Context: an optimization exercise on an open-source flow, tuned for small area. The choices shown serve that exercise and are no tape-out recipe. Where RTL was checked, it was by simulation tests only, not by an equivalence proof against the original. For runs 2 and 3, only the layout was checked, not whether the RTL still works. No run shown here takes its clock network from TritonCTS; it comes from the design's own scripts or RTL. The clock input has no modelled driver; a real chip could not lean on it and would need a root buffer or a full tree. No activity file was given, so power comes from the tool's default toggle rates.

===== constraint.sdc =====
create_clock -name core_clock -period 50.0 [get_ports {CLOCK_50}]
set_input_delay 10.0000 -clock core_clock [delete_from_list [all_inputs] [get_ports {CLOCK_50}]]
set_output_delay 10.0000 -clock core_clock [all_outputs]
set_load 0.01 [all_outputs]

===== standard.sh =====
#!/bin/bash
# synth_recipe.tcl (not shown) runs the flow's synth.tcl, then flattens the netlist and writes it again
# the make line also repeats each setting of config.mk as NAME=value (left out here)
make -C /OpenROAD-flow-scripts/flow DESIGN_CONFIG=/design/flow/config.mk WORK_HOME=/design/flow/orfs CLKGATE_MAP_FILE= SYNTH_SCRIPT=/design/flow/synth_recipe.tcl "${@:-finish}"

===== config.mk =====
export PLATFORM = sky130hd
export DESIGN_NAME = ALD_miami
export DESIGN_NICKNAME = ALD_miami
export VERILOG_FILES = /design/flow/design.v
export SDC_FILE = /design/flow/constraint.sdc
export NUM_CORES = 4
export LEC_CHECK = 0
export CAP_MARGIN = 20
export CORE_MARGIN = 2
export CORE_UTILIZATION = 40
export SLEW_MARGIN = 20

===== design.v =====
module ALD_miami(
    SW,
    RST_N,
    CLOCK_50,
    LEDR
);
input [7:1]SW;
input RST_N;
input CLOCK_50;
output [6:0]LEDR;
wire clk = CLOCK_50;
wire rst = RST_N;
reg [5:0] rung;
wire r0  = (rung == 6'd0);
wire r1  = (rung == 6'd1);
wire r2  = (rung == 6'd2);
wire r6  = (rung == 6'd6);
wire r7  = (rung == 6'd7);
wire r38 = (rung == 6'd38);
reg started;                 
reg mstart, mfc, tok;
reg ps0, ps1, ps2;           
reg tonp1_in, trig11, trig21, trig71, trig81;
reg [3:0] cyc_acc;           
reg cyc_ep;                  
reg SV1, SV4, VV1, VV2, heaterson, reactorheater, mfcwater;
assign LEDR = {mfcwater, reactorheater, heaterson, VV2, VV1, SV4, SV1};
reg [38:0] ring1;
reg [12:0] ring2;
reg [12:0] ring3;
reg cy1, cy2, cy3;
wire seg_tvac1  = (rung <= 6'd11);
wire seg_tpvac  = (rung >= 6'd12) & (rung <= 6'd15);
wire seg_tonp1  = (rung >= 6'd16) & (rung <= 6'd26);
wire seg_twater = (rung >= 6'd27);
wire first1     = r0 | (rung == 6'd12) | (rung == 6'd16) | (rung == 6'd27);
wire act1       = ~r38;
wire en1  = (seg_tonp1 & tonp1_in) | (seg_tvac1 & trig11) | (seg_twater & trig21) | (seg_tpvac & mstart);
wire sat1 = seg_tvac1 ? (ring1[11] & ring1[2] & ring1[1]) :
            seg_tpvac ? (ring1[3] & ring1[2]) :
                        (ring1[10] & ring1[1] & ring1[0]);
wire old1 = ring1[0] & started;
wire cin1 = first1 ? ~(sat1 & started) : cy1;
wire nb1  = act1 ? (en1 & (old1 ^ cin1)) : svac1_n;
wire first2 = r0;
wire sat2   = ring2[12] & ring2[3] & ring2[0];
wire cin2   = first2 ? ~sat2 : cy2;
wire nb2    = trig71 & (ring2[0] ^ cin2);
wire act3   = (rung >= 6'd15) & (rung <= 6'd24);
wire first3 = (rung == 6'd15);
wire sat3   = ring3[9] & ring3[1];
wire old3   = ring3[0] & started;
wire cin3   = first3 ? ~(sat3 & started) : cy3;
wire nb3    = act3 ? (tok & (old3 ^ cin3)) :
              r0   ? (SW[2] | cyc_dn) :
              r1   ? ~SW[7] :
              r38  ? svac2_n : ring3[0];
always @(posedge clk) begin
    ring1 <= {nb1, ring1[38:1]};
    ring2 <= {nb2, ring2[12:1]};
    ring3 <= {nb3, ring3[12:1]};
    cy1 <= old1 & cin1;
    cy2 <= ring2[0] & cin2;
    cy3 <= old3 & cin3;
end
wire tvac1_ge   = ring1[12] & ring1[3];      
wire tvac1_b0   = ring1[1];
wire tonp1_ge   = ring1[27] & ring1[18];     
wire tonp1_b0   = ring1[17];
wire twater_ge  = ring1[38] & ring1[29];     
wire twater_b0  = ring1[28];
wire tvacw_ge   = ring2[0] & ring2[4];       
wire tvacw_b0   = ring2[1];
wire tvacw_ge3  = ring2[0] & (ring2[4] | (ring2[3] & ring2[2] & ring2[1]));  
wire pulse_sat  = ring3[4] & ring3[9];
wire tpvac_sat  = ring1[16] & ring1[15];     
wire pulse_b9   = ring3[12];
wire vacpumps   = mstart & (~tpvac_sat | ~(ps0 | pulse_b9));
wire svac1      = ring1[0];
wire mstop_r2   = ring3[11];
wire mstop      = ring3[1];
wire heat       = ring3[2];
wire svac2      = ring3[0];
wire svac1_n    = trig11 & ~tvac1_ge;
wire svac2_n    = trig71 & ~tvacw_ge3;
wire startpos  = ps1 & ~ps2;
wire sv11      = tonp1_in & ~tonp1_ge;
wire sv1_start = tonp1_ge & ~tonp1_b0;
wire tonp1_n   = (trig81 & ~cyc_ep) | ps1 | sv11;
wire trig11_n  = sv1_start | (trig11 & ~startpos & ~trig81);
wire trig21_n  = (tvac1_ge & tvac1_b0) | (trig21 & ~startpos & ~trig81);
wire sw_tt     = trig21 & ~twater_ge;
wire trig71_n  = (trig21_n & twater_ge & ~twater_b0) | (trig71 & ~startpos & ~trig81);
wire trig81_n  = tvacw_ge & ~tvacw_b0;
wire cyc_res   = cyc_acc[3] & cyc_acc[1] & cyc_acc[0];
wire cyc_full  = cyc_acc[3] & cyc_acc[1] & ~cyc_acc[0];
wire cyc_dn    = cyc_ep & ~cyc_res;
wire cyc_inc   = trig81 & ~cyc_full;
wire [3:0] cyc_acc31 = cyc_res ? 4'd0 : cyc_acc + {3'd0, cyc_inc};
wire cyc_full31 = cyc_acc31[3] & cyc_acc31[1];
always @(posedge clk) begin
    if (r7) begin
        ps0 <= tok & ~pulse_sat;
    end
end
always @(posedge clk or negedge rst) begin
    if (rst == 1'b0) begin
        rung <= 6'd0;
        started <= 1'b0;
        mstart <= 1'b0;
        mfc <= 1'b0; tok <= 1'b0;
        ps1 <= 1'b0; ps2 <= 1'b0;
        tonp1_in <= 1'b0; trig11 <= 1'b0; trig21 <= 1'b0; trig71 <= 1'b0; trig81 <= 1'b0;
        cyc_acc <= 4'd0; cyc_ep <= 1'b0;
        SV1 <= 1'b0; SV4 <= 1'b0; VV1 <= 1'b0; VV2 <= 1'b0;
        heaterson <= 1'b0; reactorheater <= 1'b0; mfcwater <= 1'b0;
    end
    else begin
        rung <= r38 ? 6'd0 : rung + 6'd1;
        if (r2) mstart <= (~SW[1] & ~SW[3]) | (mstart & ~SW[2] & ~mstop_r2);
        if (r6) mfc <= mstart & (~SW[5] | (SW[6] & mfc));
        if (r7) begin
            tok <= mstart & (~SW[4] | tok);
        end
        if (r38) begin
            started <= 1'b1;
            ps1 <= ps0; ps2 <= ps1;
            tonp1_in <= tonp1_n;
            trig11 <= trig11_n;
            trig21 <= trig21_n;
            trig71 <= trig71_n;
            trig81 <= trig81_n;
            cyc_acc <= startpos ? 4'd11 : cyc_acc31;
            cyc_ep <= trig81 ? cyc_full31 : cyc_dn;
            SV1 <= mstart & sv11;
            SV4 <= mstart & sw_tt;
            VV1 <= mstart & (vacpumps | svac1);
            VV2 <= mstart & (vacpumps | svac2);
            heaterson <= heat;
            reactorheater <= (mstart | reactorheater) & ~mstop;
            mfcwater <= mfc;
        end
    end
end
endmodule

===== flow/mycts.tcl =====
# Clock tree built by hand: the clock port drives NBUF clock buffers, each of
# which drives one group of flip-flops (groups split by position).
utl::set_metrics_stage "cts__{}"
source $::env(SCRIPTS_DIR)/load.tcl
erase_non_stage_variables cts
load_design 3_place.odb 3_place.sdc

set nbuf $::env(MYCTS_NBUF)
set bufm $::env(MYCTS_BUF)

set db [ord::get_db]
set block [ord::get_db_block]
set clk_port_net [$block findNet $::env(MYCTS_CLKNET)]
set master [$db findMaster $bufm]

# sinks with their positions
set sinks {}
foreach it [$clk_port_net getITerms] {
  set inst [$it getInst]
  set loc [$inst getLocation]
  set m [$inst getMaster]
  set x [expr {[lindex $loc 0] + [$m getWidth] / 2}]
  set y [expr {[lindex $loc 1] + [$m getHeight] / 2}]
  lappend sinks [list $it $x $y]
}
puts "mycts: [llength $sinks] sinks, $nbuf buffers of $bufm"

# split into nbuf groups: recursive bisection for powers of two, else
# strips along the longer side of the sink region
proc split_groups { sinks n dir } {
  if { $n <= 1 } { return [list $sinks] }
  set idx [expr {$dir == 0 ? 1 : 2}]
  set s [lsort -integer -index $idx $sinks]
  if { $n % 2 == 1 } {
    set out {}
    set len [llength $s]
    for {set k 0} {$k < $n} {incr k} {
      set lo [expr {$k * $len / $n}]
      set hi [expr {($k + 1) * $len / $n - 1}]
      lappend out [lrange $s $lo $hi]
    }
    return $out
  }
  set half [expr {[llength $s] / 2}]
  set a [lrange $s 0 [expr {$half - 1}]]
  set b [lrange $s $half end]
  set nd [expr {1 - $dir}]
  return [concat [split_groups $a [expr {$n / 2}] $nd] [split_groups $b [expr {$n / 2}] $nd]]
}
set groups [split_groups $sinks $nbuf 0]

set i 0
foreach g $groups {
  set sx 0; set sy 0
  foreach s $g { incr sx [lindex $s 1]; incr sy [lindex $s 2] }
  set cx [expr {$sx / [llength $g]}]
  set cy [expr {$sy / [llength $g]}]
  set inst [odb::dbInst_create $block $master "clkbuf_hand_$i"]
  set net [odb::dbNet_create $block "clknet_hand_$i"]
  $net setSigType CLOCK
  foreach s $g {
    set it [lindex $s 0]
    $it disconnect
    $it connect $net
  }
  [$inst findITerm A] connect $clk_port_net
  [$inst findITerm X] connect $net
  $inst setLocation [expr {$cx - [$master getWidth] / 2}] [expr {$cy - [$master getHeight] / 2}]
  $inst setPlacementStatus PLACED
  puts "mycts: buffer $i drives [llength $g] sinks at ($cx, $cy)"
  incr i
}

set_placement_padding -global \
  -left $::env(CELL_PAD_IN_SITES_DETAIL_PLACEMENT) \
  -right $::env(CELL_PAD_IN_SITES_DETAIL_PLACEMENT)
detailed_placement
set_propagated_clock [all_clocks]
estimate_parasitics -placement
report_clock_skew
report_check_types -max_slew -max_capacitance -violators
# slew at the flip-flop clock pins
for {set j 0} {$j < $i} {incr j} {
  set pins [get_pins -of_objects [get_nets clknet_hand_$j] -filter "direction==input"]
  set p [lindex $pins end]
  report_slews $p
}


if { !$::env(SKIP_CTS_REPAIR_TIMING) } {
  repair_timing_helper
  set result [catch { detailed_placement } msg]
  if { $result != 0 } {
    error "Detailed placement failed in CTS: $msg"
  }
  check_placement -verbose
}
report_metrics 4 "cts final"
orfs_write_db $::env(RESULTS_DIR)/4_1_cts.odb
orfs_write_sdc $::env(RESULTS_DIR)/4_cts.sdc

===== flow/run.sh =====
#!/bin/bash
# The standard layout, except:
#  - the port buffers are the smallest buffer (buf_1) rather than the default
#  - the clock tree is built by flow/mycts.tcl: the clock port drives four
#    buf_8, each driving a quarter of the flip-flops, split by position
set -euo pipefail
P="BUFFER_PORTS_ARGS=-buffer_cell sky130_fd_sc_hd__buf_1"
bash standard.sh "$P" place > standard_place.log 2>&1
bash standard.sh "$P" run RUN_SCRIPT=$PWD/flow/mycts.tcl RUN_LOG_NAME_STEM=4_1_cts \
  MYCTS_NBUF=4 MYCTS_BUF=sky130_fd_sc_hd__buf_8 MYCTS_CLKNET=CLOCK_50 > mycts.log 2>&1
bash standard.sh "$P" finish > standard_finish.log 2>&1

==> flow_summary.ini, run 1 <==
[timing]
fin_crit_ps = 10690
finalMaxSlewViolations = 0
setup_viol = 0
grt_setup_unrepaired = false
slew_headroom_pct = 36.5
setup_tns_ps = 0
fmax_mhz = 93.5
finalHoldViolations = 0
post-route-period-util_pct = 21.4
skew_ps = 8.32
tightest_slew_ps = 953

[floorplanning]
dieArea_mm2 = 0.00873
rows = 32
die_h_um = 93.4
initial_core_util_pct = 41.4
pin_count = 16
coreArea_mm2 = 0.00773
die_w_um = 93.4

[global_routing]
grt-ovfl-total = 0
antenna_found_initial = 0
grt_max_degree = 30
grt_usage_pct = 13.1
grt_pass1_wl_mm = 9.38
grt_pass1_vias = 1925

[route]
viasPerCell = 4.93
antenna_left = 0
wl_per_cell_um = 14.3
vias = 1899
drtPass1Iterations = 4
drt-total-wl_mm = 5.50
drc = 0
first_iter_violations = 80

[clock_tree]
clk_pin_slew_ps = 120
cts_setup_buffers = 0
clk_latency_ps = 150
ctsHoldBuffers = 0
ctsResizeCount = 0

[placement]
dp.cells = 381
hpwl_mm = 3.75
portBuffers = 15
gp_congestion = 0.804

[synthesis]
synth_edf_count = 1
syn_nets = 297
synth_seq_area_share_pct = 66.2
yosysUniqueCellTypes = 46
yosys.area_share.simple_pct = 13.5
avgSynthCellArea_um2 = 11.4
synth_top_family_by_area = simple AND/OR/NAND/NOR gates
synth_area_mm2 = 0.00320
synth_ff_type = dfxtp_1
synth_fa_ha_area_share_pct = 3.13
synth-xor-area-share_pct = 0.822
synth_mux_area_share_pct = 0.978
yosysWarnings = 1
async_flop_share_pct = 29.6
syn-instance-count = 280
ys_ff_latch = 98
synth_compound_area_share_pct = 11.6

[power_and_ir_drop]
vdd_drop_max_uv = 29.8
leakage_nw = 1.40
power_switching_w = 0.0000202
power_frac_clock_pct = 25.6
intPower_w = 0.0000887
cellPowerDensity_mw_per_mm2 = 32.5
power_frac_seq_pct = 73.1
swShare_pct = 18.5
combPwrFrac_pct = 1.3

[final_layout]
antenna_cells = 0
fillers = 730
finish.net_count = 302
final_cells = 385
synthToLayoutAreaGrowth_pct = 4.85
drive_gt1_share_pct = 3.53

[job]
maxCapViolCount = 0

[setup_path]
crit_fanout = 2
crit_buf_inv = 1
cp-start-kind = flip-flop
slowest_delay_ps = 420
endpoint_kind = output port
crit_chain = buf_1
crit_required_ps = 40000
worstPathArrival_ps = 690
cpMaxStageDelayCell = dfrtp_1
cp_top_family = flip-flops
critPathKind = flip-flop to output port

[status]
status = finished clean

[hold_path]
hp-class = flip-flop to flip-flop
-- path summary, 6_finish.rpt --
check | from | to | slack, ps | cells after the start
worst min register to register | ring1[20]$_DFF_P_ | ring1[19]$_DFF_P_ | 340 | 0
worst min-delay path | ring1[20]$_DFF_P_ | ring1[19]$_DFF_P_ | 340 | 0
max in group asynchronous | RST_N | VV1$_DFFE_PN0P_ | 39620 | 1
min in group asynchronous | RST_N | mfc$_DFFE_PN0N_ | 9890 | 1
worst max-delay path | reactorheater$_DFFE_PN0P_ | LEDR[5] | 39310 | 1
worst max register to register | rung[0]$_DFF_PN0_ | trig71$_DFFE_PN0P_ | 47780 | 6
-- through the flow --
step	hold slack [ps]	total power [W]	cell area (um^2)	setup slack, ps	util [%]
2_1_floorplan	310	0.0000820	3200	39510	-
5_1_grt	347	0.000112	3350	39260	43.4
3_3_place_gp	311	0.0000828	3290	39370	42.6
3_5_place_dp	312	0.0000828	3290	39330	42.6
6_report	341	0.000109	3350	39310	43.4
-- area by class of cell --
type                            count  area (um^2)  area share, %
Sequential cell                    98         2120           63.1
Buffer                              4         60.1           1.79
Timing Repair Buffer               16         65.1           1.94
Tap cell                          102          128           3.81
Multi-Input combinational cell    159          961           28.7
Inverter                            6         22.5          0.672
-- cell usage in the layout (no fill, tap or decap), types with 2 or more instances in the layout --
master	n
a211o_1	2
a21boi_0	2
a21oi_1	8
a22o_1	2
a31oi_1	2
and2_1	6
and3_1	2
buf_1	14
buf_8	4
dfrtp_1	29
dfxtp_1	68
ha_1	8
inv_1	6
mux2i_1	2
nand2_1	35
nand2b_1	2
nand3_1	8
nand4_1	7
nand4b_1	2
nor2_1	15
nor2b_1	2
nor3_1	4
o21a_1	3
o21ai_0	21
o31ai_1	5
xnor2_1	3
-- power groups by stage --
| stage | Sequential [W] | Clock, W | Combinational (W) |
|---|---|---|---|
| floorplan | 0.0000810 | 0 | 0.000000978 |
| finish | 0.0000796 | 0.0000279 | 0.00000143 |
| detailed placement | 0.0000813 | 0 | 0.00000151 |
| global placement | 0.0000813 | 0 | 0.00000148 |
| CTS | 0.0000796 | 0.0000284 | 0.00000153 |
| global route | 0.0000797 | 0.0000310 | 0.00000173 |
-- kinds of logic after synthesis --
family / Yosys count
flip-flops: 98
AND/OR/NAND/NOR: 89
AO/OA/AOI/OAI: 56
buffers and inverters: 23
adder cells (fa/ha/maj): 8
XOR/XNOR: 3
multiplexers: 3
-- sequential cells by signal (all words and copies together), names as in the netlist, 4 cells and up --
register  flops
ring1        39
ring3        13
ring2        13
cyc_acc       4
rung          6
-- per-layer routing --
layer / vias up / wire, um / GRT usage, %
met5: - / 0 / 0
met4: 0 / 89 / 1.72
met3: 10 / 259 / 1.53
met2: 35 / 2270 / 20.5
met1: 896 / 2870 / 19.9
li1: 958 / - / -
-- synth_stat cells, types with 3 or more instances --
master / n / area, um^2
o21a_1: 3 / 22.5
o21ai_0: 21 / 105
nand2_1: 35 / 131
nand3_1: 8 / 40.0
dfxtp_1: 68 / 1360
and2_1: 6 / 37.5
buf_4: 7 / 52.6
xnor2_1: 3 / 26.3
ha_1: 8 / 100
clkbuf_1: 4 / 15.0
inv_1: 6 / 22.5
o31ai_1: 5 / 37.5
nor2_1: 15 / 56.3
nor3_1: 4 / 20.0
buf_2: 6 / 30.0
a21oi_1: 8 / 40.0
nand4_1: 7 / 43.8
dfrtp_1: 29 / 726
==> run 2, diff against run 1 <==
--- a/design.v
+++ b/design.v
@@ -21,8 +21,7 @@
 reg mstart, mfc, tok;
 reg ps0, ps1, ps2;           
 reg tonp1_in, trig11, trig21, trig71, trig81;
-reg [3:0] cyc_acc;           
-reg cyc_ep;                  
+reg [3:0] cyc_acc;
 reg SV1, SV4, VV1, VV2, heaterson, reactorheater, mfcwater;
 assign LEDR = {mfcwater, reactorheater, heaterson, VV2, VV1, SV4, SV1};
 reg [38:0] ring1;
@@ -92,9 +91,10 @@
 wire sw_tt     = trig21 & ~twater_ge;
 wire trig71_n  = (trig21_n & twater_ge & ~twater_b0) | (trig71 & ~startpos & ~trig81);
 wire trig81_n  = tvacw_ge & ~tvacw_b0;
-wire cyc_res   = cyc_acc[3] & cyc_acc[1] & cyc_acc[0];
-wire cyc_full  = cyc_acc[3] & cyc_acc[1] & ~cyc_acc[0];
-wire cyc_dn    = cyc_ep & ~cyc_res;
+wire cyc_res   = cyc_acc[3] & cyc_acc[1] & (cyc_acc[2] | cyc_acc[0]);    
+wire cyc_ep    = cyc_acc[3] & cyc_acc[1] & ~cyc_acc[0];                   
+wire cyc_full  = cyc_ep & ~cyc_acc[2];                                    
+wire cyc_dn    = cyc_full;
 wire cyc_inc   = trig81 & ~cyc_full;
 wire [3:0] cyc_acc31 = cyc_res ? 4'd0 : cyc_acc + {3'd0, cyc_inc};
 wire cyc_full31 = cyc_acc31[3] & cyc_acc31[1];
@@ -111,7 +111,7 @@
         mfc <= 1'b0; tok <= 1'b0;
         ps1 <= 1'b0; ps2 <= 1'b0;
         tonp1_in <= 1'b0; trig11 <= 1'b0; trig21 <= 1'b0; trig71 <= 1'b0; trig81 <= 1'b0;
-        cyc_acc <= 4'd0; cyc_ep <= 1'b0;
+        cyc_acc <= 4'd0;
         SV1 <= 1'b0; SV4 <= 1'b0; VV1 <= 1'b0; VV2 <= 1'b0;
         heaterson <= 1'b0; reactorheater <= 1'b0; mfcwater <= 1'b0;
     end
@@ -130,8 +130,7 @@
             trig21 <= trig21_n;
             trig71 <= trig71_n;
             trig81 <= trig81_n;
-            cyc_acc <= startpos ? 4'd11 : cyc_acc31;
-            cyc_ep <= trig81 ? cyc_full31 : cyc_dn;
+            cyc_acc <= startpos ? (cyc_full31 ? 4'd14 : 4'd11) : cyc_acc31;
             SV1 <= mstart & sv11;
             SV4 <= mstart & sw_tt;
             VV1 <= mstart & (vacpumps | svac1);
==> flow/run.sh (replaced) <==
#!/bin/bash
# The standard layout, except:
#  - the port buffers are the smallest buffer (buf_1) rather than the default
#  - the clock tree is built by flow/mycts.tcl: the clock port drives four
#    buf_12, each driving a quarter of the flip-flops, split by position
set -euo pipefail
P="BUFFER_PORTS_ARGS=-buffer_cell sky130_fd_sc_hd__buf_1"
bash standard.sh "$P" place > standard_place.log 2>&1
bash standard.sh "$P" run RUN_SCRIPT=$PWD/flow/mycts.tcl RUN_LOG_NAME_STEM=4_1_cts \
  MYCTS_NBUF=4 MYCTS_BUF=sky130_fd_sc_hd__buf_12 MYCTS_CLKNET=CLOCK_50 > mycts.log 2>&1
bash standard.sh "$P" finish > standard_finish.log 2>&1
==> flow_summary.ini, run 2 <==
[global_routing]
met2_usage_pct = 20.6
grt-busiest-layer = met2
grt_usage_pct = 12.5
antenna_found_initial = 0
gr-usage-met1_pct = 18.9
global_route.usage.met3_pct = 0.651
grt_pass1_vias = 1852
grt_pass1_wl_mm = 8.96
grt_max_degree = 29
grt-ovfl-total = 0

[timing]
finalHoldViolations = 0
skew_ps = 11.4
setup_tns_ps = 0
tightest_slew_ps = 868
fin_crit_ps = 10640
finalMaxSlewViolations = 0
post-route-period-util_pct = 21.3
setup_viol = 0
grt_setup_unrepaired = false
slew_headroom_pct = 42.1
fmax_mhz = 94.0

[synthesis]
syn_nets = 296
synth_top_area_share_pct = 43.0
synth_area_mm2 = 0.00317
yosysUniqueCellTypes = 48
async_flop_share_pct = 28.9
ys_top_cells_by_area = dfxtp_1, dfrtp_1, nand2_1, ha_1, o21ai_0
synth_top_cell_by_area = dfxtp_1
synth_most_common_cell = dfxtp_1
synth_edf_count = 1
yosysWarnings = 1
avgSynthCellArea_um2 = 11.4
ys_ff_latch = 97
synth_common_cells = dfxtp_1, nand2_1, dfrtp_1
syn-instance-count = 278
synth_seq_area_share_pct = 66.1
synth_ff_type = dfxtp_1

[job]
maxCapViolCount = 0

[route]
first_iter_violations = 115
wl_per_cell_um = 13.4
vias = 1875
viasPerCell = 4.88
drtPass1Iterations = 4
drt-total-wl_mm = 5.15
antenna_left = 0
drc = 0

[clock_tree]
clk_pin_slew_ps = 100
clk_latency_ps = 130
ctsResizeCount = 0
ctsHoldBuffers = 0
cts_setup_buffers = 0

[placement]
gp_congestion = 0.828
hpwl_mm = 3.54
portBuffers = 15

[setup_path]
r2r_slack_ps = 47660
cp-start-kind = flip-flop
crit_fanout = 2
cp_top_family = flip-flops
worstPathArrival_ps = 640
crit_required_ps = 40000
crit_chain = buf_1
endpoint_kind = output port
r2r-end = ring3[12]$_DFF_P_
slowest_delay_ps = 390
crit_end = LEDR[5]
r2r_start = rung[0]$_DFF_PN0_
critPathKind = flip-flop to output port
cp.depth = 1
r2r_cells = 7
startpoint = reactorheater$_DFFE_PN0P_
crit_buf_inv = 1
cpMaxStageDelayCell = dfrtp_1

[floorplanning]
dieArea_mm2 = 0.00864
initial_core_util_pct = 41.2
die_h_um = 93.0
rows = 32
die_w_um = 93.0
coreArea_mm2 = 0.00769
pin_count = 16

[final_layout]
synthToLayoutAreaGrowth_pct = 5.45
drive_gt1_share_pct = 3.19
finish.net_count = 302
antenna_cells = 0
largest_register_ff_count = 39
largest-register = ring1
layout_commonest_cell = dfxtp_1
fin_util_pct = 43.4
largestRegisters = ring1 x39, ring2 x13, ring3 x13
final_cell_mix = dfxtp_1, nand2_1, dfrtp_1, o21ai_0, nor2_1

[power_and_ir_drop]
leakage_nw = 1.39
vdd_drop_max_uv = 22.1
cellPowerDensity_mw_per_mm2 = 33.4

[status]
status = finished clean

[hold_path]
hp-class = flip-flop to flip-flop
-- run 2: cell types whose count changed after synthesis, sizes merged, moves of 2 or more --
cell,before,now
o31ai,5,3
a31oi,2,6
a211oi,0,3
xor2,0,2
o21ai,21,23
nand3,8,10
nand4,7,2
o21a,3,1
or3,0,2
nand2,35,32
a21oi,8,6
-- run 2: area by class of cell --
class	count	area, um^2
Fill cell	731	4350
Sequential cell	97	2090
Multi-Input combinational cell	157	941
Tap cell	102	128
Buffer	4	80.1
Timing Repair Buffer	17	71.3
Inverter	7	26.3
-- run 2: per-stage QoR --
| stage | setup WS, ps | area, um^2 | instances | hold slack (ps) | total power, W |
|---|---|---|---|---|---|
| after floorplan | 39510 | 3170 | 278 | 310 | 0.0000811 |
| after global placement | 39470 | 3260 | 380 | 310 | 0.0000820 |
| after detailed placement | 39440 | 3260 | 380 | 312 | 0.0000820 |
| after global routing | 39300 | 3340 | 384 | 337 | 0.000116 |
| final | 39360 | 3340 | 384 | 331 | 0.000111 |
-- run 2: worst min-delay path by stage --
stage / from / end / slack, ps / depth (start not counted)
6_report: ring1[13]$_DFF_P_ / ring1[12]$_DFF_P_ / 330 / 0
5_1_grt: ring1[13]$_DFF_P_ / ring1[12]$_DFF_P_ / 340 / 0
4_1_cts: ring1[13]$_DFF_P_ / ring1[12]$_DFF_P_ / 330 / 0
3_5_place_dp: ring2[11]$_DFF_P_ / ring2[10]$_DFF_P_ / 310 / 0
3_3_place_gp: ring3[8]$_DFF_P_ / ring3[7]$_DFF_P_ / 310 / 0
2_1_floorplan: ring1[13]$_DFF_P_ / ring1[12]$_DFF_P_ / 310 / 0
-- run 2: metal layers --
| layer | routed length (um) | share of wire [%] |
|---|---|---|
| met1 | 2650 | 52 |
| met2 | 2280 | 44 |
| met3 | 150 | 2.9 |
| met4 | 63 | 1.2 |
| met5 | 0 | 0 |
-- run 2: logic make-up (layout without fill, tap and decap cells) --
kind of cell | Yosys count | in the layout | synth area share [%]
AO/OA/AOI/OAI | 60 | 60 | 12.2
adder cells (fa/ha/maj) | 9 | 9 | 3.56
AND/OR/NAND/NOR | 82 | 82 | 12.2
multiplexers | 2 | 2 | 0.672
XOR/XNOR | 4 | 4 | 1.11
flip-flops | 97 | 97 | 66.1
buffers and inverters | 24 | 28 | 4.19
-- run 2: where the power goes --
group | switching, W | total [W] | internal [W] | leakage, nW
clock network | 0.0000181 | 0.0000311 | 0.0000130 | 0.0376
registers | 0.000000443 | 0.0000787 | 0.0000783 | 0.920
logic | 0.000000964 | 0.00000149 | 0.000000530 | 0.433
==> run 3, diff against run 2 <==
--- a/design.v
+++ b/design.v
@@ -45,8 +45,8 @@
 wire sat2   = ring2[12] & ring2[3] & ring2[0];
 wire cin2   = first2 ? ~sat2 : cy2;
 wire nb2    = trig71 & (ring2[0] ^ cin2);
-wire act3   = (rung >= 6'd15) & (rung <= 6'd24);
-wire first3 = (rung == 6'd15);
+wire act3   = (rung >= 6'd28) & (rung <= 6'd37);
+wire first3 = (rung == 6'd28);
 wire sat3   = ring3[9] & ring3[1];
 wire old3   = ring3[0] & started;
 wire cin3   = first3 ? ~(sat3 & started) : cy3;
==> flow_summary.ini, run 3 <==
[placement]
hpwl_mm = 3.75
gp_congestion = 0.830
portBuffers = 15
post-place-ws_ps = 39390

[synthesis]
synth_ff_type = dfxtp_1
syn_nets = 296
synth_edf_count = 1
yosysWarnings = 1
yosysUniqueCellTypes = 46
synth_area_mm2 = 0.00318
synth_top_area_share_pct = 42.9
ys_ff_latch = 97
async_flop_share_pct = 28.9
syn-instance-count = 277
synth_top_cell_by_area = dfxtp_1
avgSynthCellArea_um2 = 11.5
synth_common_cells = dfxtp_1, nand2_1, dfrtp_1
ys_top_cells_by_area = dfxtp_1, dfrtp_1, ha_1, nand2_1, o21ai_0
synth_most_common_cell = dfxtp_1
synth_seq_area_share_pct = 65.9

[global_routing]
grt_usage_pct = 12.9
grt_pass1_wl_mm = 9.22
grt_max_degree = 31
grt_pass1_vias = 1910
grt-ovfl-total = 0
antenna_found_initial = 0

[setup_path]
endpoint_kind = output port
critPathKind = flip-flop to output port
cp_top_family = flip-flops
crit_buf_inv = 1
cp-start-kind = flip-flop
cpMaxStageDelayCell = dfrtp_1
crit_chain = buf_1
crit_required_ps = 40000
slowest_delay_ps = 390
worstPathArrival_ps = 670
crit_fanout = 2

[final_layout]
fillers = 750
largest_register_ff_count = 39
finish.net_count = 301
antenna_cells = 0
synthToLayoutAreaGrowth_pct = 5.51
final_cell_mix = dfxtp_1, nand2_1, dfrtp_1, nor2_1
drive_gt1_share_pct = 4.29
largest-register = ring1
layout_commonest_cell = dfxtp_1
multiInputGateArea_um2 = 965
seq_area_mm2 = 0.00209
largestRegisters = ring1 x39, ring2 x13, ring3 x13

[timing]
fmax_mhz = 93.7
finalMaxSlewViolations = 0
grt_setup_unrepaired = false
finalWorstSetupSlack_ps = 39330
setup_tns_ps = 0
skew_ps = 16.8
tightest_slew_ps = 989
finalHoldViolations = 0
setup_viol = 0
post-route-period-util_pct = 21.3
fin_crit_ps = 10670
slew_headroom_pct = 34.1

[floorplanning]
coreArea_mm2 = 0.00773
die_h_um = 93.1
pin_count = 16
dieArea_mm2 = 0.00867
initial_core_util_pct = 41.1
rows = 32
die_w_um = 93.1

[route]
first_iter_violations = 58
drt-total-wl_mm = 5.43
viasPerCell = 4.92
drc = 0
vias = 1881
wl_per_cell_um = 14.2
drtPass1Iterations = 4
antenna_left = 0

[clock_tree]
ctsHoldBuffers = 0
cts_setup_buffers = 0
clk_latency_ps = 130
ctsResizeCount = 0
clk_pin_slew_ps = 90

[status]
status = finished clean

[hold_path]
hp-class = flip-flop to flip-flop

[power_and_ir_drop]
power_w = 0.000111
vdd_drop_max_uv = 21.7
leakage_nw = 1.37
cellPowerDensity_mw_per_mm2 = 33.2

[job]
maxCapViolCount = 0
run 3: changes by cell type after synthesis, moves of 2 or more:
cell and delta:
o21ai_0 -8, a21oi_1 +5, o21ai_1 +5, a211oi_1 -2
a31oi_1 -2, nand2b_1 +2, nand4_1 -2, or3_1 -2
run 3: cells by family after synthesis:
family / Yosys count / share of synthesized area, %
compound gates: 59 / 12.4
xor+xnor: 3 / 0.827
fa+ha+maj: 10 / 3.94
buf+inv: 24 / 3.86
flops: 97 / 65.9
mux: 3 / 1.02
simple gates: 81 / 12.1
run 3: cell type report:
class / instances / area share, %
repair buffers: 15 / 1.72
flip-flops and latches: 97 / 62.4
well taps: 102 / 3.81
inverters: 8 / 0.896
multi-input cells: 156 / 28.8
plain buffers: 4 / 2.39
run 3: metrics by stage:
stage	cell area (um^2)	instances	hold WS (ps)	util (%)
after floorplan	3180	277	310	-
after global placement	3270	378	311	42.3
after detailed placement	3270	378	312	42.3
after global routing	3350	382	331	43.4
final	3350	382	329	43.4
run 3: path summary, 6_finish.rpt:
check,startpoint,depth (start not counted),end,slack [ps]
worst min register to register,ring1[6]$_DFF_P_,0,ring1[5]$_DFF_P_,330
worst max register to register,rung[0]$_DFF_PN0_,7,ring3[12]$_DFF_P_,47570
worst max-delay path,SV4$_DFFE_PN0P_,1,LEDR[1],39330
min in group asynchronous,RST_N,1,mstart$_DFFE_PN0N_,9900
worst min-delay path,ring1[6]$_DFF_P_,0,ring1[5]$_DFF_P_,330
max in group asynchronous,RST_N,1,reactorheater$_DFFE_PN0P_,39620
run 3: metal layers:
layer  global-route usage (%)  vias to the layer above  share of wire (%)
met1                     18.7                      886                 49
met5                        0                        -                  0
met2                     21.7                       40                 44
met3                    0.886                        7                4.8
met4                     2.21                        0                2.0
li1                         -                      948                  -
run 3: power by group:
group | leakage, nW | internal, W | switching [W]
clock network | 0.0376 | 0.0000130 | 0.0000181
registers | 0.920 | 0.0000783 | 0.000000458
logic | 0.415 | 0.000000512 | 0.000000986
total | 1.37 | 0.0000918 | 0.0000196
==> run 4, diff against run 3 <==
--- a/design.v
+++ b/design.v
@@ -30,8 +30,8 @@
 reg cy1, cy2, cy3;
 wire seg_tvac1  = (rung <= 6'd11);
 wire seg_tpvac  = (rung >= 6'd12) & (rung <= 6'd15);
-wire seg_tonp1  = (rung >= 6'd16) & (rung <= 6'd26);
-wire seg_twater = (rung >= 6'd27);
+wire seg_twater = (rung >= 6'd16) & (rung <= 6'd26);
+wire seg_tonp1  = (rung >= 6'd27);
 wire first1     = r0 | (rung == 6'd12) | (rung == 6'd16) | (rung == 6'd27);
 wire act1       = ~r38;
 wire en1  = (seg_tonp1 & tonp1_in) | (seg_tvac1 & trig11) | (seg_twater & trig21) | (seg_tpvac & mstart);
@@ -45,8 +45,8 @@
 wire sat2   = ring2[12] & ring2[3] & ring2[0];
 wire cin2   = first2 ? ~sat2 : cy2;
 wire nb2    = trig71 & (ring2[0] ^ cin2);
-wire act3   = (rung >= 6'd28) & (rung <= 6'd37);
-wire first3 = (rung == 6'd28);
+wire act3   = (rung >= 6'd15) & (rung <= 6'd24);
+wire first3 = (rung == 6'd15);
 wire sat3   = ring3[9] & ring3[1];
 wire old3   = ring3[0] & started;
 wire cin3   = first3 ? ~(sat3 & started) : cy3;
@@ -64,10 +64,10 @@
 end
 wire tvac1_ge   = ring1[12] & ring1[3];      
 wire tvac1_b0   = ring1[1];
-wire tonp1_ge   = ring1[27] & ring1[18];     
-wire tonp1_b0   = ring1[17];
-wire twater_ge  = ring1[38] & ring1[29];     
-wire twater_b0  = ring1[28];
+wire twater_ge  = ring1[27] & ring1[18];     
+wire twater_b0  = ring1[17];
+wire tonp1_ge   = ring1[38] & ring1[29];     
+wire tonp1_b0   = ring1[28];
 wire tvacw_ge   = ring2[0] & ring2[4];       
 wire tvacw_b0   = ring2[1];
 wire tvacw_ge3  = ring2[0] & (ring2[4] | (ring2[3] & ring2[2] & ring2[1]));  
==> flow_summary.ini, run 4 <==
[clock_tree]
ctsResizeCount = 0
cts_setup_buffers = 0
ctsHoldBuffers = 0
clk_latency_ps = 130
clk_pin_slew_ps = 100

[status]
status = finished clean

[timing]
post-route-period-util_pct = 21.3
setup_tns_ps = 0
finalHoldViolations = 0
tightest_slew_ps = 862
skew_ps = 13.5
finalWorstSetupSlack_ps = 39340
finalMaxSlewViolations = 0
setup_viol = 0
fin_crit_ps = 10660
fmax_mhz = 93.8
grt_setup_unrepaired = false
slew_headroom_pct = 42.5

[global_routing]
grt_max_degree = 29
antenna_found_initial = 0
grt_pass1_vias = 1686
grt-ovfl-total = 0
grt_pass1_wl_mm = 8.50
grt_usage_pct = 12.0

[synthesis]
synth_compound_area_share_pct = 11.7
synth_ff_type = dfxtp_1
synth-xor-area-share_pct = 1.11
synth_mux_area_share_pct = 0.673
ys_ff_latch = 97
synth_area_mm2 = 0.00316
synth_most_common_cell = dfxtp_1
synth_edf_count = 1
avgSynthCellArea_um2 = 11.4
yosysUniqueCellTypes = 48
yosysWarnings = 1
synth_fa_ha_area_share_pct = 3.56
synth_common_cells = dfxtp_1, nand2_1, dfrtp_1
synth_top_area_share_pct = 43.1
synth_seq_area_share_pct = 66.2
async_flop_share_pct = 28.9
yosys.area_share.simple_pct = 12.6
synth_top_family_by_area = simple AND/OR/NAND/NOR gates
syn_nets = 295
ys_top_cells_by_area = dfxtp_1, dfrtp_1, nand2_1, ha_1, o21ai_0
synth_top_cell_by_area = dfxtp_1
syn-instance-count = 277

[route]
vias = 1847
drc = 0
drtPass1Iterations = 5
wl_per_cell_um = 13.3
first_iter_violations = 105
antenna_left = 0
drt-total-wl_mm = 5.08
viasPerCell = 4.82

[placement]
hpwl_mm = 3.54
post-place-ws_ps = 39470
gp_congestion = 0.745
portBuffers = 15

[floorplanning]
initial_core_util_pct = 41.1
pin_count = 16
rows = 32
die_h_um = 92.9
die_w_um = 92.9
coreArea_mm2 = 0.00769
dieArea_mm2 = 0.00862

[final_layout]
largestRegisters = ring1 x39, ring2 x13, ring3 x13
finish.net_count = 301
final_cell_mix = dfxtp_1, nand2_1, dfrtp_1, o21ai_0, nor2_1
synthToLayoutAreaGrowth_pct = 5.39
fin_util_pct = 43.3
antenna_cells = 0
largest-register = ring1
layout_commonest_cell = dfxtp_1
drive_gt1_share_pct = 3.20
largest_register_ff_count = 39

[setup_path]
worstPathArrival_ps = 660
critPathKind = flip-flop to output port
cp_top_family = flip-flops
endpoint_kind = output port
crit_required_ps = 40000
cp-start-kind = flip-flop
slowest_delay_ps = 400
cpMaxStageDelayCell = dfrtp_1
crit_buf_inv = 1
crit_fanout = 2
crit_chain = buf_1

[job]
maxCapViolCount = 0

[power_and_ir_drop]
vdd_drop_max_uv = 29.6
power_switching_w = 0.0000196
swShare_pct = 17.6
power_frac_clock_pct = 28.0
combPwrFrac_pct = 1.3
leakage_nw = 1.39
cellPowerDensity_mw_per_mm2 = 33.5
intPower_w = 0.0000918
power_frac_seq_pct = 70.7

[hold_path]
hp-class = flip-flop to flip-flop
==> run 4: kinds of logic (layout without fill, tap and decap cells) <==
group,count (synthesis),count (layout)
xor+xnor,4,4
buf+inv,23,27
flops,97,97
simple gates,84,84
mux,2,2
compound gates,58,58
fa+ha+maj,9,9
==> run 4: final timing paths <==
| check | start | end | slack (ps) | depth (start not counted) |
|---|---|---|---|---|
| worst max-delay path | VV2$_DFFE_PN0P_ | LEDR[3] | 39340 | 1 |
| worst min-delay path | ring3[7]$_DFF_P_ | ring3[6]$_DFF_P_ | 320 | 0 |
| worst max register to register | rung[0]$_DFF_PN0_ | ring3[12]$_DFF_P_ | 47700 | 7 |
| worst min register to register | ring3[7]$_DFF_P_ | ring3[6]$_DFF_P_ | 320 | 0 |
| max in group asynchronous | RST_N | reactorheater$_DFFE_PN0P_ | 39870 | 2 |
| min in group asynchronous | RST_N | trig21$_DFFE_PN0P_ | 9860 | 2 |
==> run 4: final cells by class <==
| type | instances | area, um^2 |
|---|---|---|
| repair buffers | 17 | 71.3 |
| multi-input cells | 157 | 936 |
| plain buffers | 4 | 80.1 |
| inverters | 6 | 22.5 |
| flip-flops and latches | 97 | 2090 |
| fillers | 738 | 4360 |
| well taps | 102 | 128 |
==> run 4: per-stage QoR <==
step | instances | power, W | hold WS (ps) | instance area [um^2]
after detailed placement | 379 | 0.0000820 | 312 | 3250
after global routing | 383 | 0.000116 | 333 | 3330
after global placement | 379 | 0.0000819 | 310 | 3250
after floorplan | 277 | 0.0000811 | 310 | 3160
final | 383 | 0.000111 | 323 | 3330
==> run 4: power groups by stage <==
stage | registers, W | clock network [W] | logic [W]
CTS | 0.0000787 | 0.0000321 | 0.00000156
floorplan | 0.0000801 | 0 | 0.000000996
global placement | 0.0000804 | 0 | 0.00000155
detailed placement | 0.0000804 | 0 | 0.00000156
finish | 0.0000787 | 0.0000312 | 0.00000149
global route | 0.0000788 | 0.0000350 | 0.00000177
==> run 4: routing by layer <==
metal  track usage [%]  wire length (um)  part of all wire (%)  vias to the layer above
met4              1.35                68                   1.3                        0
li1                  -                 -                     -                      950
met3             0.976               137                   2.7                        6
met2              18.9              2180                    43                       19
met1              18.5              2700                    53                      872
met5                 0                 0                     0                        -
==> run 5, diff against run 4 <==
==> flow/run.sh (replaced) <==
#!/bin/bash
# The standard layout (standard.sh), except:
#  - after floorplanning, flow/restructure.tcl re-maps the combinational logic
#    for area (OpenROAD restructure); the flip-flops stay as synthesized
#  - the port buffers are the smallest buffer (buf_1) rather than the default
#  - the clock tree is built by flow/mycts.tcl: the clock port drives four
#    buf_12, each driving a quarter of the flip-flops, split by position
set -euo pipefail
P="BUFFER_PORTS_ARGS=-buffer_cell sky130_fd_sc_hd__buf_1"
R="POST_FLOORPLAN_TCL=$PWD/flow/restructure.tcl"
bash standard.sh "$P" "$R" place > standard_place.log 2>&1
bash standard.sh "$P" "$R" run RUN_SCRIPT=$PWD/flow/mycts.tcl RUN_LOG_NAME_STEM=4_1_cts \
  MYCTS_NBUF=4 MYCTS_BUF=sky130_fd_sc_hd__buf_12 MYCTS_CLKNET=CLOCK_50 > mycts.log 2>&1
bash standard.sh "$P" "$R" finish > standard_finish.log 2>&1
==> flow/restructure.tcl (new file) <==
# Sourced by ORFS floorplan.tcl as its POST_FLOORPLAN_TCL hook: area recovery
# on the synthesized netlist with OpenROAD's restructure (ABC re-mapping of
# the combinational logic for area).  Flip-flops are not touched.
set rmp_lib [lindex $::env(LIB_FILES) 0]
set rmp_dir $::env(RESULTS_DIR)/rmp
file mkdir $rmp_dir
log_cmd restructure -liberty_file $rmp_lib -target area \
  -tielo_port $::env(TIELO_CELL_AND_PORT) -tiehi_port $::env(TIEHI_CELL_AND_PORT) \
  -work_dir $rmp_dir -abc_logfile $::env(LOG_DIR)/2_1_restructure_abc.log
report_design_area
==> flow_summary.ini, run 5 <==
[global_routing]
grt-ovfl-total = 0
grt_pass1_vias = 1786
grt_pass1_wl_mm = 8.75
antenna_found_initial = 0
grt_usage_pct = 12.5
grt_max_degree = 29

[route]
wl_per_cell_um = 13.6
drtPass1Iterations = 4
vias = 1895
antenna_left = 0
drc = 0
first_iter_violations = 88
drt-total-wl_mm = 5.30
viasPerCell = 4.87

[setup_path]
crit_buf_inv = 1
cp-start-kind = flip-flop
cp.depth = 1
critPathKind = flip-flop to output port
cp_top_family = flip-flops
crit_chain = buf_1
r2r_start = rung[4]$_DFF_PN0_
endpoint_kind = output port
r2r-end = ring3[12]$_DFF_P_
slowest_delay_ps = 390
r2r_cells = 8
cpMaxStageDelayCell = dfrtp_1
crit_end = LEDR[2]
crit_fanout = 2
worstPathArrival_ps = 650
crit_required_ps = 40000
startpoint = VV1$_DFFE_PN0P_
r2r_slack_ps = 46930

[final_layout]
final_cell_mix = dfxtp_1, clkinv_1, nor2_1, dfrtp_1, o21ai_0
fillers = 765
largest_register_ff_count = 39
largest-register = ring1
drive_gt1_share_pct = 1.74
layout_commonest_cell = dfxtp_1
antenna_cells = 0
finish.net_count = 298
largestRegisters = ring1 x39, ring2 x13, ring3 x13
synthToLayoutAreaGrowth_pct = 2.50

[clock_tree]
ctsResizeCount = 0
clk_pin_slew_ps = 90
ctsHoldBuffers = 0
cts_setup_buffers = 0
clk_latency_ps = 130

[synthesis]
synth_ff_type = dfxtp_1
ys_top_cells_by_area = dfxtp_1, dfrtp_1, nand2_1, ha_1, o21ai_0
async_flop_share_pct = 28.9
avgSynthCellArea_um2 = 11.4
yosysUniqueCellTypes = 48
synth_most_common_cell = dfxtp_1
ys_ff_latch = 97
synth_common_cells = dfxtp_1, nand2_1, dfrtp_1
synth_top_area_share_pct = 43.1
yosysWarnings = 1
synth_seq_area_share_pct = 66.2
synth_area_mm2 = 0.00316
synth_top_cell_by_area = dfxtp_1
syn_nets = 295
syn-instance-count = 277
synth_edf_count = 1

[timing]
setup_viol = 0
finalHoldViolations = 0
setup_tns_ps = 0
tightest_slew_ps = 805
fmax_mhz = 93.9
fin_crit_ps = 10650
finalMaxSlewViolations = 0
post-route-period-util_pct = 21.3
skew_ps = 5.17
slew_headroom_pct = 46.2
grt_setup_unrepaired = false

[power_and_ir_drop]
vdd_drop_max_uv = 20.6
leakage_nw = 1.22
cellPowerDensity_mw_per_mm2 = 34.3
power_w = 0.000111

[placement]
gp_congestion = 0.841
hpwl_mm = 3.75
portBuffers = 15

[floorplanning]
rows = 32
die_h_um = 92.9
coreArea_mm2 = 0.00769
dieArea_mm2 = 0.00862
die_w_um = 92.9
pin_count = 16
initial_core_util_pct = 41.1

[job]
maxCapViolCount = 0

[status]
status = finished clean

[hold_path]
hp-class = flip-flop to flip-flop
[run 5: changes by cell type in the layout (fill, tap and decap cells not counted), sizes merged, moves of 4 or more]
cell / previous run / this run
clkinv: 0 / 37
nand2: 33 / 13
nor2: 16 / 32
ha: 9 / 0
nand3: 10 / 3
inv: 6 / 0
and2: 5 / 0
o22ai: 1 / 6
nor3: 4 / 8
[run 5: where the power goes]
group | internal, W | total, W | leakage [nW] | switching, W
sequential | 0.0000784 | 0.0000787 | 0.920 | 0.000000292
combinational | 0.000000619 | 0.00000180 | 0.264 | 0.00000118
clock | 0.0000130 | 0.0000305 | 0.0376 | 0.0000175
[run 5: worst min path at each step]
stage / from / endpoint / slack [ps] / cells after the start
3_3_place_gp: ring1[25]$_DFF_P_ / ring1[24]$_DFF_P_ / 310 / 0
2_1_floorplan: ring1[13]$_DFF_P_ / ring1[12]$_DFF_P_ / 310 / 0
6_report: ring1[26]$_DFF_P_ / ring1[25]$_DFF_P_ / 330 / 0
5_1_grt: ring3[10]$_DFF_P_ / ring3[9]$_DFF_P_ / 340 / 0
4_1_cts: ring1[8]$_DFF_P_ / ring1[7]$_DFF_P_ / 330 / 0
3_5_place_dp: ring1[21]$_DFF_P_ / ring1[20]$_DFF_P_ / 310 / 0
[run 5: cell type report]
class	instances	area [um^2]	area share, %
Sequential cell	97	2090	64.6
Buffer	4	80.1	2.47
Multi-Input combinational cell	133	736	22.7
Inverter	37	139	4.29
Timing Repair Buffer	16	63.8	1.97
Tap cell	102	128	3.94
[run 5: per-layer routing]
metal / part of all wire [%] / track usage, % / vias to the layer above
met5: 0 / 0 / -
met1: 49 / 18.9 / 913
met2: 44 / 19.7 / 24
met4: 2.0 / 1.96 / 0
met3: 5.0 / 1.30 / 7
li1: - / - / 951
[run 5: logic make-up (layout without fill, tap and decap cells)]
| kind of cell | after synthesis | after routing | synth area share [%] |
|---|---|---|---|
| flip-flops | 97 | 97 | 66.2 |
| AND/OR/NAND/NOR | 84 | 67 | 12.6 |
| AO/OA/AOI/OAI | 58 | 65 | 11.7 |
| buffers and inverters | 23 | 57 | 4.16 |
| adder cells (fa/ha/maj) | 9 | 0 | 3.56 |
| XOR/XNOR | 4 | 1 | 1.11 |
| multiplexers | 2 | 0 | 0.673 |
[run 5: stage by stage]
stage | hold WS [ps] | setup WS (ps) | std cells | area [um^2] | util (%)
after floorplan | 310 | 39510 | 277 | 3160 | -
after detailed placement | 312 | 39390 | 385 | 3160 | 41.1
after global placement | 312 | 39460 | 385 | 3160 | 41.1
after global routing | 341 | 39320 | 389 | 3240 | 42.1
final | 331 | 39350 | 389 | 3240 | 42.1
==> run 6, diff against run 5 <==
==> flow/run.sh (replaced) <==
#!/bin/bash
# The standard layout (standard.sh), except:
#  - after the standard synthesis, flow/remap.sh maps the combinational logic
#    again for area (Yosys + ABC); the flip-flops stay as synthesized
#  - the port buffers are the smallest buffer (buf_1) rather than the default
#  - the clock tree is built by flow/mycts.tcl: the clock port drives four
#    buf_12, each driving a quarter of the flip-flops, split by position
set -euo pipefail
P="BUFFER_PORTS_ARGS=-buffer_cell sky130_fd_sc_hd__buf_1"
RES=$PWD/orfs/results/$FLOW_PLATFORM/ALD_miami/base
bash standard.sh synth > standard_synth.log 2>&1
LIB=$(bash standard.sh print-LIB_FILES 2>/dev/null | sed -n 's/^LIB_FILES: *//p' | awk '{print $1}')
DU=$(bash standard.sh print-DONT_USE_CELLS 2>/dev/null | sed -n 's/^DONT_USE_CELLS: *//p')
echo "LIB=$LIB" > remap_inputs.log; echo "DONT_USE=$DU" >> remap_inputs.log
bash flow/remap.sh $RES/1_2_yosys.v "$LIB" "$DU" $PWD/remap.log
bash standard.sh do-1_synth > standard_synth_odb.log 2>&1
bash standard.sh "$P" place > standard_place.log 2>&1
bash standard.sh "$P" run RUN_SCRIPT=$PWD/flow/mycts.tcl RUN_LOG_NAME_STEM=4_1_cts \
  MYCTS_NBUF=4 MYCTS_BUF=sky130_fd_sc_hd__buf_12 MYCTS_CLKNET=CLOCK_50 > mycts.log 2>&1
bash standard.sh "$P" finish > standard_finish.log 2>&1
==> flow/remap.sh (new file) <==
#!/bin/bash
# remap.sh NETLIST LIB "DONT_USE_CELLS" LOG
# Area re-mapping of a synthesized netlist's combinational logic: Yosys reads
# the cells as their liberty functions, keeps every flip-flop as the cell
# instance synthesis made (same name, same type), flattens the rest to gates
# and maps it again with ABC for area (deepsyn, then amap), then writes the
# netlist back in place.
set -euo pipefail
NET=$1; LIB=$2; DU=$3; LOG=$4
DUARGS=""
for c in $DU; do DUARGS="$DUARGS -dont_use $c"; done
cat > remap.ys <<YS
read_liberty -ignore_miss_func $LIB
read_verilog $NET.standard
hierarchy -top $FLOW_TOP
setattr -mod -set keep_hierarchy 1 sky130_fd_sc_hd__df* sky130_fd_sc_hd__edf* sky130_fd_sc_hd__sdf* sky130_fd_sc_hd__dl*
flatten
opt_clean
abc -liberty $LIB $DUARGS -script "+strash;&get -n;&deepsyn -T 10;&put;dch -f;amap -F 5 -A 10;topo"
opt_clean
select $FLOW_TOP
write_verilog -noattr -selected $NET
YS
cp $NET $NET.standard
yosys -s remap.ys > $LOG 2>&1
removed: flow/restructure.tcl
==> flow_summary.ini, run 6 <==
[floorplanning]
die_h_um = 88.8
initial_core_util_pct = 41.9
pin_count = 16
die_w_um = 88.8
rows = 30
dieArea_mm2 = 0.00789
coreArea_mm2 = 0.00687

[setup_path]
crit_required_ps = 40000
cp-start-kind = flip-flop
critPathKind = flip-flop to output port
cpMaxStageDelayCell = dfrtp_1
slowest_delay_ps = 390
worstPathArrival_ps = 650
crit_buf_inv = 1
r2r_slack_ps = 47270
endpoint_kind = output port
crit_fanout = 2
cp_top_family = flip-flops
crit_chain = buf_1

[final_layout]
largestRegisters = ring1 x39, ring2 x13, ring3 x13
final_cell_mix = dfxtp_1, clkinv_1, dfrtp_1, nor2_1, nand2_1
drive_gt1_share_pct = 2.17
antenna_cells = 0
layout_commonest_cell = dfxtp_1
finish.net_count = 287
fin_util_pct = 45.8
largest-register = ring1
synthToLayoutAreaGrowth_pct = 9.43
largest_register_ff_count = 39

[placement]
hpwl_mm = 3.57
gp_congestion = 0.878
portBuffers = 15

[route]
drt-total-wl_mm = 4.88
vias = 1771
antenna_left = 0
wl_per_cell_um = 13.1
viasPerCell = 4.76
drc = 0
first_iter_violations = 81
drtPass1Iterations = 4

[timing]
slew_headroom_pct = 66.0
fin_crit_ps = 10650
post-route-period-util_pct = 21.3
setup_tns_ps = 0
finalHoldViolations = 0
finalMaxSlewViolations = 0
tightest_slew_ps = 507
skew_ps = 5.50
grt_setup_unrepaired = false
setup_viol = 0
fmax_mhz = 93.9

[clock_tree]
clk_latency_ps = 130
clk_pin_slew_ps = 90
cts_setup_buffers = 0
ctsHoldBuffers = 0
ctsResizeCount = 0

[global_routing]
grt_pass1_wl_mm = 8.35
antenna_found_initial = 0
grt_pass1_vias = 1689
grt-ovfl-total = 0
grt_usage_pct = 13.3
grt_max_degree = 29

[status]
status = finished clean

[power_and_ir_drop]
cellPowerDensity_mw_per_mm2 = 35.3
leakage_nw = 1.19
vdd_drop_max_uv = 18.7

[synthesis]
syn_nets = 264
synth_area_mm2 = 0.00288
avgSynthCellArea_um2 = 11.3
syn-instance-count = 255
yosysWarnings = 1

[job]
maxCapViolCount = 0

[hold_path]
hp-class = flip-flop to flip-flop
==> run 6: cell count changes in the layout (fill, tap and decap cells not counted), moves of 3 or more <==
cell,delta
clkinv_1,-7
nand2_1,+6
o21ai_0,-6
nor2_1,-5
a21oi_1,+5
o22ai_1,-4
nand3_1,+5
a22o_1,-3
==> run 6: final timing paths <==
check                                           from                      to  cells after the start
setup / recovery           reactorheater$_DFFE_PN0P_                 LEDR[5]                      1
hold / removal                     ring1[20]$_DFF_P_       ring1[19]$_DFF_P_                      0
setup reg to reg                   rung[4]$_DFF_PN0_  cyc_acc[2]$_DFFE_PN0P_                     10
hold reg to reg                    ring1[20]$_DFF_P_       ring1[19]$_DFF_P_                      0
max in group asynchronous                      RST_N  cyc_acc[2]$_DFFE_PN0P_                      2
min in group asynchronous                      RST_N    mfcwater$_DFFE_PN0P_                      2
==> run 6: final cells by class <==
type	count	area (um^2)
flip-flops and latches	97	2090
repair buffers	17	71.3
multi-input cells	128	673
plain buffers	4	80.1
fillers	652	3720
inverters	30	113
well taps	96	120
==> run 6: where the power goes <==
part           internal [W]  switching, W   total (W)
logic           0.000000611    0.00000109  0.00000171
clock network     0.0000130     0.0000176   0.0000306
registers         0.0000784   0.000000340   0.0000787
total             0.0000920     0.0000190    0.000111
==> run 6: per-layer routing <==
| layer | vias up | wire length (um) | track usage, % |
|---|---|---|---|
| met5 | - | 0 | 0 |
| met4 | 0 | 74 | 1.65 |
| met3 | 6 | 129 | 1.03 |
| met2 | 19 | 2090 | 21.4 |
| met1 | 839 | 2590 | 20.2 |
| li1 | 907 | - | - |
==> run 6: stage by stage <==
stage | cells | cell area [um^2] | power (W) | hold WS [ps] | setup WS [ps]
after floorplan | 255 | 2880 | 0.0000810 | 310 | 39620
after global placement | 368 | 3070 | 0.0000821 | 310 | 39480
after detailed placement | 368 | 3070 | 0.0000821 | 312 | 39460
after global routing | 372 | 3150 | 0.000115 | 338 | 39300
final | 372 | 3150 | 0.000111 | 331 | 39350
==> run 7, diff against run 6 <==
--- a/flow/remap.sh
+++ b/flow/remap.sh
@@ -16,7 +16,7 @@
 setattr -mod -set keep_hierarchy 1 sky130_fd_sc_hd__df* sky130_fd_sc_hd__edf* sky130_fd_sc_hd__sdf* sky130_fd_sc_hd__dl*
 flatten
 opt_clean
-abc -liberty $LIB $DUARGS -script "+strash;&get -n;&deepsyn -T 10;&put;dch -f;amap -F 5 -A 10;topo"
+abc -liberty $LIB $DUARGS -script "+strash;&get -n;&deepsyn -T 10;&put;dch -f;amap;topo"
 opt_clean
 select $FLOW_TOP
 write_verilog -noattr -selected $NET
==> flow_summary.ini, run 7 <==
[final_layout]
layout_commonest_cell = dfxtp_1
largestRegisters = ring1 x39, ring2 x13, ring3 x13
finish.net_count = 278
fin_util_pct = 45.8
antenna_cells = 0
final_cell_mix = dfxtp_1, dfrtp_1, nor2_1, clkinv_1, nand2_1
synthToLayoutAreaGrowth_pct = 9.45
largest-register = ring1
design_area_mm2 = 0.00314
final_cells = 363
largest_register_ff_count = 39
drive_gt1_share_pct = 2.25

[global_routing]
grt-busiest-layer = met2
global_route.usage.met3_pct = 1.12
gr-usage-met1_pct = 18.5
grt_pass1_wl_mm = 7.95
antenna_found_initial = 0
grt_max_degree = 29
grt_usage_pct = 12.7
met2_usage_pct = 20.7
grt_pass1_vias = 1623
grt-ovfl-total = 0

[power_and_ir_drop]
swShare_pct = 17.4
cellPowerDensity_mw_per_mm2 = 35.5
power_switching_w = 0.0000194
intPower_w = 0.0000921
combPwrFrac_pct = 1.7
leakage_nw = 1.22
vdd_drop_max_uv = 25.4
power_frac_clock_pct = 27.7
power_frac_seq_pct = 70.6

[setup_path]
cpMaxStageDelayCell = dfrtp_1
crit_fanout = 2
endpoint_kind = output port
slowest_delay_ps = 400
crit_chain = buf_1
worstPathArrival_ps = 660
critPathKind = flip-flop to output port
cp-start-kind = flip-flop
crit_required_ps = 40000
crit_buf_inv = 1
cp_top_family = flip-flops

[floorplanning]
coreArea_mm2 = 0.00687
die_w_um = 88.7
rows = 30
dieArea_mm2 = 0.00788
pin_count = 16
initial_core_util_pct = 41.8
die_h_um = 88.7

[route]
antenna_left = 0
drtPass1Iterations = 4
vias = 1757
drc = 0
viasPerCell = 4.84
drt-total-wl_mm = 4.89
first_iter_violations = 51
wl_per_cell_um = 13.5

[timing]
slew_headroom_pct = 61.5
fmax_mhz = 93.8
setup_viol = 0
grt_setup_unrepaired = false
hold_ws_ps = 332
finalMaxSlewViolations = 0
finalHoldViolations = 0
setup_tns_ps = 0
fin_crit_ps = 10660
tightest_slew_ps = 576
skew_ps = 7.35
post-route-period-util_pct = 21.3

[placement]
portBuffers = 15
gp_congestion = 0.826
dp.cells = 359
hpwl_mm = 3.50
placed_cell_area_mm2 = 0.00306

[synthesis]
avgSynthCellArea_um2 = 11.7
syn-instance-count = 246
synth_area_mm2 = 0.00287
yosysWarnings = 1
syn_nets = 255

[clock_tree]
ctsResizeCount = 0
ctsHoldBuffers = 0
clk_pin_slew_ps = 90
clk_latency_ps = 130
cts_setup_buffers = 0

[job]
maxCapViolCount = 0

[hold_path]
hp-class = flip-flop to flip-flop

[status]
status = finished clean
run 7: through the flow:
stage / setup WS (ps) / power, W
after floorplan: 39560 / 0.0000812
after global placement: 39440 / 0.0000823
after detailed placement: 39420 / 0.0000824
after global routing: 39290 / 0.000116
final: 39340 / 0.000112
run 7: worst paths after layout:
kind	from	end	slack, ps	depth (start not counted)
worst max-delay path	reactorheater$_DFFE_PN0P_	LEDR[5]	39340	1
worst min register to register	ring2[5]$_DFF_P_	ring2[4]$_DFF_P_	330	0
worst min-delay path	ring2[5]$_DFF_P_	ring2[4]$_DFF_P_	330	0
max in group asynchronous	RST_N	trig21$_DFFE_PN0P_	39860	2
worst max register to register	rung[4]$_DFF_PN0_	cyc_acc[0]$_DFFE_PN0P_	47330	9
min in group asynchronous	RST_N	mfc$_DFFE_PN0N_	9860	2
run 7: final cells by class:
type	instances	area, um^2
tap	96	120
multi-input combinational	123	683
sequential	97	2090
buffer	4	80.1
timing repair buffer	17	71.3
fill	657	3720
inverter	26	97.6
run 7: power by group through the flow:
stage | clock network (W) | logic [W] | registers, W
after floorplan | 0 | 0.000000746 | 0.0000804
after global placement | 0 | 0.00000196 | 0.0000804
after detailed placement | 0 | 0.00000197 | 0.0000804
after CTS | 0.0000321 | 0.00000199 | 0.0000787
after global routing | 0.0000347 | 0.00000218 | 0.0000787
final | 0.0000309 | 0.00000191 | 0.0000787
run 7: metal layers:
layer	part of all wire [%]	vias up
met3	3.6	10
met4	2.2	0
met1	49	829
met2	45	29
met5	0	-
li1	-	889

-- separate check: timing with driven ports --
No port has a modelled driver above. Below, the same layouts with a new extraction and two added sets of constraints. Step 1 (the two cells are an assumption about what drives the block):
set clk [get_ports {CLOCK_50}]
set_driving_cell -lib_cell sky130_fd_sc_hd__clkbuf_16 $clk
set_driving_cell -lib_cell sky130_fd_sc_hd__buf_2 [delete_from_list [all_inputs] $clk]
Step 2, shift: input delay + t, output delay - t, t = (earliest + latest rising clock arrival at the registers) / 2. This alone moves slack from input paths to output paths. a / b / c = ideal / step 1 / step 2; a / b = the first two.
| run | t, ns | slack for setup (ns) | worst register clock-pin slew, ns |
|---|---|---|---|
| run 1 | 0.214 | 39.306 / 39.236 / 39.448 | 0.13 / 0.13 |
| run 2 | 0.201 | 39.358 / 39.282 / 39.455 | 0.10 / 0.10 |
| run 3 | 0.209 | 39.325 / 39.243 / 39.431 | 0.10 / 0.10 |
| run 4 | 0.204 | 39.341 / 39.263 / 39.465 | 0.10 / 0.10 |
| run 5 | 0.206 | 39.352 / 39.270 / 39.391 | 0.09 / 0.09 |
| run 6 | 0.201 | 39.353 / 39.275 / 39.455 | 0.09 / 0.09 |
| run 7 | 0.204 | 39.343 / 39.264 / 39.431 | 0.09 / 0.09 |
After both steps setup and hold are still met in every run listed.
